This design comes from an exercise in tuning for small area, a short achievable clock period and few clock cycles on the open sky130 flow, not from production work. At most, simulation tests tie the RTL to the original design; equivalence was not proved.

job 101:
// GAN_shared_hw
module GAN_shared_hw (x1, x2, x3, x4,
                     w_l1_11, w_l1_12, w_l1_13, w_l1_14, w_l1_21, w_l1_22, w_l1_23, w_l1_24, w_l1_31, w_l1_32, w_l1_33, w_l1_34, w_l1_41, w_l1_42, w_l1_43, w_l1_44, b_l1_1, b_l1_2, b_l1_3, b_l1_4,
                     w_l2_11, w_l2_12, w_l2_21, w_l2_22, w_l2_31, w_l2_32, w_l2_41, w_l2_42, b_l2_1, b_l2_2,
                     w_l3_11, w_l3_21, b_l3_1,
                     w_l4_11, b_l4_1,
                     w_l5_11, b_l5_1,
                     w_l6_11, w_l6_12, b_l6_1, b_l6_2,
                     w_l7_11, w_l7_12, w_l7_13, w_l7_14, w_l7_21, w_l7_22, w_l7_23, w_l7_24, b_l7_1, b_l7_2, b_l7_3, b_l7_4,
                     w_l8_11, w_l8_12, w_l8_13, w_l8_14, w_l8_21, w_l8_22, w_l8_23, w_l8_24, w_l8_31, w_l8_32, w_l8_33, w_l8_34, w_l8_41, w_l8_42, w_l8_43, w_l8_44, b_l8_1, b_l8_2, b_l8_3, b_l8_4,
                     f1, f2, f3, f4, Done, Start, Reset, Clock);
clock: 12.5 ns
lec_check: 0
cap_margin: 20
core_margin: 2
core_utilization: 40
slew_margin: 20
synth_hierarchical: 1
run.sh (not shown) runs the stock make flow with config.mk's settings and CLKGATE_MAP_FILE= SYNTH_SCRIPT=/design/flow/synth_recipe.tcl, a recipe that flattens the netlist after the stock synthesis.
Testbench counts of job 101, summed over its fixed seeds: cycles 4,160.
diff inputs: job 101 => job 102
==> flow/flow/run.sh (new file) <==
#!/bin/bash
# The standard layout (synthesis included), with the port buffers made
# of the smallest buffer cell.
set -euo pipefail
export BUFFER_PORTS_ARGS="-buffer_cell sky130_fd_sc_hd__buf_1"
bash standard.sh finish > standard_flow.log 2>&1
==> flow/standard.sh (new file) <==
#!/bin/bash
# synth_recipe.tcl (not shown) runs the flow's synth.tcl, then flattens the netlist and writes it again
# the make line also repeats each setting of config.mk as NAME=value (left out here)
make -C /OpenROAD-flow-scripts/flow DESIGN_CONFIG=/design/flow/config.mk WORK_HOME=/design/flow/orfs CLKGATE_MAP_FILE= SYNTH_SCRIPT=/design/flow/synth_recipe.tcl "${@:-finish}"
-- flow/config.mk --
<<< job 101, line 10
export CORE_UTILIZATION = 40
export SLEW_MARGIN = 20
export SYNTH_HIERARCHICAL = 1
>>> job 102, line 10
export CORE_UTILIZATION = 40
export SETUP_SLACK_MARGIN = 5
export SLEW_MARGIN = 60
removed: flow/run.sh
### Flow results
Job 102 reached the final stage; the timing, design-rule and antenna checks on its layout passed. Diff job 101 -> job 102 | overall fraction of global-route tracks in use | decrease of 0.50 points. Data required time of the critical path was lower in job 102 than in job 101. Measured against job 101, the final instance area of job 102 comes out at 0.916 times the reference value. Higher final weighted congestion in routability-driven placement among job 101 and job 102: job 102. Summary of job 102 over job 101: clock slew seen by the registers of the worst setup and hold paths closely matched the old numbers, vertical extent of the die -1.1%. Job 102 — number of setup buffers added after CTS 4 higher, job 101 as reference.
Input-level comparison between job 103 and job 102:
-- flow/config.mk --
<<< job 102, line 9
export CORE_MARGIN = 2
export CORE_UTILIZATION = 40
export SETUP_SLACK_MARGIN = 5
>>> job 103, line 9
export CORE_MARGIN = 2
export CORE_UTILIZATION = 60
export CTS_BUF_LIST = sky130_fd_sc_hd__clkbuf_8
export SETUP_SLACK_MARGIN = 5
Re clock-buffer cell count: job 102 was lower than job 103. Of job 103 and job 102, it is job 103 that has the lower number of well-tap cells placed. Taking job 103 as 1.0, job 102 lands at 1.2 on number of rows created at floorplan. On number of nets in the finished design, job 102 tracks job 103 almost exactly. On setup slack, job 103 does better than job 102. Relative to job 102, the global-route usage of job 103 is higher by 12 points. Placer's final routability congestion estimate grows by a few percent when moving from job 102 to job 103.
Modified inputs, job 104 compared to job 103
==> flow/run.sh (new file) <==
#!/bin/bash
# synth_recipe.tcl (not shown) runs the flow's synth.tcl, then flattens the netlist and writes it again
# the make line also repeats each setting of config.mk as NAME=value (left out here)
make -C /OpenROAD-flow-scripts/flow DESIGN_CONFIG=/design/flow/config.mk WORK_HOME=/design/flow/orfs CLKGATE_MAP_FILE= SYNTH_SCRIPT=/design/flow/synth_recipe.tcl finish
-- flow/config.mk --
<<< job 103, line 9
export CORE_MARGIN = 2
export CORE_UTILIZATION = 60
export CTS_BUF_LIST = sky130_fd_sc_hd__clkbuf_8
export SETUP_SLACK_MARGIN = 5
>>> job 104, line 9
export CORE_MARGIN = 2
export CORE_UTILIZATION = 40
export SETUP_SLACK_MARGIN = 5
removed: flow/flow/run.sh
removed: flow/standard.sh
Results
- DRC marker count from the first detailed-route iteration went down by more than 10% going from job 103 to job 104.
- Of the two candidates, job 103 has the better cell area and job 104 the worse one.
- Job 104 does better than job 103 on shortest clock period the worst path allows after layout.
- Maximum frequency: job 103 vs job 104, no meaningful difference
- Number of buffers outside the clock class in the layout was lower in the run labelled job 103.

* * *

Another version of the RTL of GAN_shared_hw (not shown whole).
For scale: ~600 flip-flops, roughly 590 I/O pins, roughly 55000 um2 of cells after synthesis.
make LEC_CHECK=0 CAP_MARGIN=20 CORE_MARGIN=2 CORE_UTILIZATION=40 SETUP_SLACK_MARGIN=5 SLEW_MARGIN=60 finish   # period 12.5 ns
Stock flow here: none of the scripts above is used.
The starting point completed without violations.
Then changed:
==> flow/flow/run.sh (new file) <==
#!/bin/bash
# The standard layout (synthesis included), with the port buffers made
# of the smallest buffer cell.
set -euo pipefail
export BUFFER_PORTS_ARGS="-buffer_cell sky130_fd_sc_hd__buf_1"
bash standard.sh finish > standard_flow.log 2>&1
==> flow/standard.sh (new file) <==
#!/bin/bash
# synth_recipe.tcl (not shown) runs the flow's synth.tcl, then flattens the netlist and writes it again
# the make line also repeats each setting of config.mk as NAME=value (left out here)
make -C /OpenROAD-flow-scripts/flow DESIGN_CONFIG=/design/flow/config.mk WORK_HOME=/design/flow/orfs CLKGATE_MAP_FILE= SYNTH_SCRIPT=/design/flow/synth_recipe.tcl "${@:-finish}"
removed: flow/run.sh
What happened:
- hold slack loses 0.011 ns
- global-route usage came out lower by 0.40 points
- register-to-register slack gains 0.03 ns
- clock skew came out higher by 0.032 ns
- non-clock buffer count came out lower by 10
- area after synthesis does not change
- final area came out lower by a few percent
- via count stays flat
- setup slack gains 0.026 ns
No functional check of the RTL was part of any run of this note.

* * *

RTL: one of the versions met above, not the one the previous note started from.
Size: ~5100 cells after synthesis, ~600 flip-flops, ~590 I/O pins, roughly 0.054 mm2 of cells after synthesis.
Settings: LEC_CHECK=0, CAP_MARGIN=20, CORE_MARGIN=2, CORE_UTILIZATION=40, SLEW_MARGIN=20; clock period 12.5 ns.
Stock flow here: none of the scripts above is used.
Testbench counts at the start, summed over its fixed seeds: cycles 4,160.
Rerun with:
==> flow/flow/run.sh (new file) <==
#!/bin/bash
# The standard layout (synthesis included), with the port buffers made
# of the smallest buffer cell.
set -euo pipefail
export BUFFER_PORTS_ARGS="-buffer_cell sky130_fd_sc_hd__buf_1"
bash standard.sh finish > standard_flow.log 2>&1
==> flow/standard.sh (new file) <==
#!/bin/bash
# synth_recipe.tcl (not shown) runs the flow's synth.tcl, then flattens the netlist and writes it again
# the make line also repeats each setting of config.mk as NAME=value (left out here)
make -C /OpenROAD-flow-scripts/flow DESIGN_CONFIG=/design/flow/config.mk WORK_HOME=/design/flow/orfs CLKGATE_MAP_FILE= SYNTH_SCRIPT=/design/flow/synth_recipe.tcl "${@:-finish}"
Settings changed: ABC_AREA set to 1, SETUP_SLACK_MARGIN set to 5, SLEW_MARGIN 20 to 60.
removed: flow/run.sh
Outcome: Global-route usage increases by 0.74 points; routed wire length increases by 6.1%; core utilization decreases by 2.3 points; design area decreases by 0.96%; fmax increases by 12%; count of clock-buffer cells in the layout increases by 3.
Rerun with:
==> flow/flow/run.sh (replaced) <==
#!/bin/bash
set -euo pipefail
bash standard.sh SETUP_SLACK_MARGIN=7 finish > standard_flow.log 2>&1
Settings changed: ABC_AREA 1 to not set, SETUP_SLACK_MARGIN 5 to not set.
Result:
- area after synthesis falls by about 4%
- critical path depth falls by 2
- clock-buffer cell count went down by 12
- worst setup slack gets better by 770 ps

* * *

Setup of run A:
GAN_shared_hw, a different RTL version from the one above (not shown whole).
Size in the first run: about 5800 cells after synthesis, about 600 flip-flops, roughly 55000 sq um of cells after synthesis.
export LEC_CHECK = 0
export ABC_AREA = 1
export CAP_MARGIN = 20
export CORE_MARGIN = 2
export CORE_UTILIZATION = 60
export CTS_BUF_LIST = sky130_fd_sc_hd__clkbuf_8
export SLEW_MARGIN = 60
export SYNTH_HIERARCHICAL = 1
create_clock -name core_clock -period 12.5 [get_ports {Clock}]
standard.sh (not shown) runs the stock make flow with config.mk's settings and CLKGATE_MAP_FILE= SYNTH_SCRIPT=/design/flow/synth_recipe.tcl, a recipe that flattens the netlist after the stock synthesis.
==> flow/flow/run.sh <==
#!/bin/bash
set -euo pipefail
export BUFFER_PORTS_ARGS="-buffer_cell sky130_fd_sc_hd__buf_1"
bash standard.sh SETUP_SLACK_MARGIN=6 finish > standard_flow.log 2>&1
Run A has completed all stages; timing, DRC and antenna checks passed.
Testbench counts of run A, summed over its fixed seeds: cycles 4,160.
For run B, these inputs were changed with respect to run A:
- ABC_AREA no longer set, was 1
==> flow/flow/run.sh <==
#!/bin/bash
set -euo pipefail
export BUFFER_PORTS_ARGS="-buffer_cell sky130_fd_sc_hd__buf_1"
bash standard.sh SETUP_SLACK_MARGIN=9 finish > standard_flow.log 2>&1
Findings:
Tightest slew margin relative to the limit: run B vs run A down 0.40 points. Diff run B..run A | setup slack | negligible. Compared with run A, final routed wirelength across all metal layers in run B decreased slightly. When run B is measured against run A, its number of global-route vias before repair turns out 365 higher. Between run A and run B, the final worst-path cycle share does not differ in any meaningful way.
Setup changes, run B to run C
- ABC_AREA now 1, previously not set
==> flow/flow/run.sh <==
#!/bin/bash
set -euo pipefail
export BUFFER_PORTS_ARGS="-buffer_cell sky130_fd_sc_hd__buf_1"
bash standard.sh SETUP_SLACK_MARGIN=6.5 finish > standard_flow.log 2>&1
Notes after the runs:
Re global-route track usage on met3: run B was lower than run C.
Run B completed; timing, DRC and antenna clean
Run C finished every stage and its layout cleared the timing, design-rule and antenna checks.
Comparing run B and run C, the higher register fraction of the total cell area is on run C.
Compared with run B, in run C clock buffer count from CTS up 3.2%, utilization after layout decreased by 4.5 points relative to the old numbers, hold slack saw a decrease, total wirelength of the detailed-routed design went up about 4.7%, maximum frequency climbed about 7%.

## re-timing with driven ports
How much do the figures lean on ideal ports? The routed layouts below were timed once more, with nothing changed but the port constraints.
Step 1, drivers: a clkbuf_16 drives Clock and a buf_2 each remaining input, both assumed.
Step 2 also shifts input and output timing later by t, the mid clock arrival at the registers, as if the neighbouring blocks saw the same clock.
Slacks: no drivers / after step 1 / after step 2; pairs: no drivers / after step 1.
| run | shift t [ns] | slack for setup (ns) | hold WS [ns] | worst slew at a driven data input, ns | cell pins on the clock port's net |
|---|---|---|---|---|---|
| job 101 | 0.744 | 4.578 / 4.578 / 4.578 | 0.546 / 0.546 / 0.546 | 0.21 | 1 |
| job 102 | 0.736 | 5.314 / 5.314 / 5.314 | 0.579 / 0.579 / 0.579 | 0.15 | 1 |
| job 103 | 0.833 | 5.378 / 5.378 / 5.378 | 0.532 / 0.532 / 0.532 | 0.16 | 1 |
| job 104 | 0.715 | 5.383 / 5.383 / 5.383 | 0.552 / 0.552 / 0.552 | 0.16 | 1 |
| the first run of note 2 | 0.734 | 5.171 / 5.171 / 5.171 | 0.537 / 0.537 / 0.537 | 0.15 | 1 |
| the second run of note 2 | 0.743 | 5.197 / 5.197 / 5.197 | 0.526 / 0.526 / 0.526 | 0.11 | 1 |
| the first run of note 3 | 0.728 | 4.340 / 4.340 / 4.340 | 0.564 / 0.564 / 0.564 | 0.17 | 1 |
| the second run of note 3 | 0.740 | 5.184 / 5.184 / 5.184 | 0.540 / 0.540 / 0.540 | 0.11 | 1 |
| the third run of note 3 | 0.740 | 5.951 / 5.951 / 5.951 | 0.542 / 0.542 / 0.542 | 0.17 | 1 |
| run A | 0.817 | 6.112 / 6.112 / 6.112 | 0.557 / 0.557 / 0.557 | 0.18 | 1 |
| run B | 0.828 | 6.113 / 6.113 / 6.113 | 0.543 / 0.543 / 0.543 | 0.20 | 1 |
| run C | 0.824 | 6.511 / 6.511 / 6.487 | 0.537 / 0.537 / 0.537 | 0.18 | 1 |
After both steps setup and hold are still met in every run listed. For run C, which loses most, drivers alone change the setup slack by 0.000 ns; drivers and shift together by -0.024 ns.
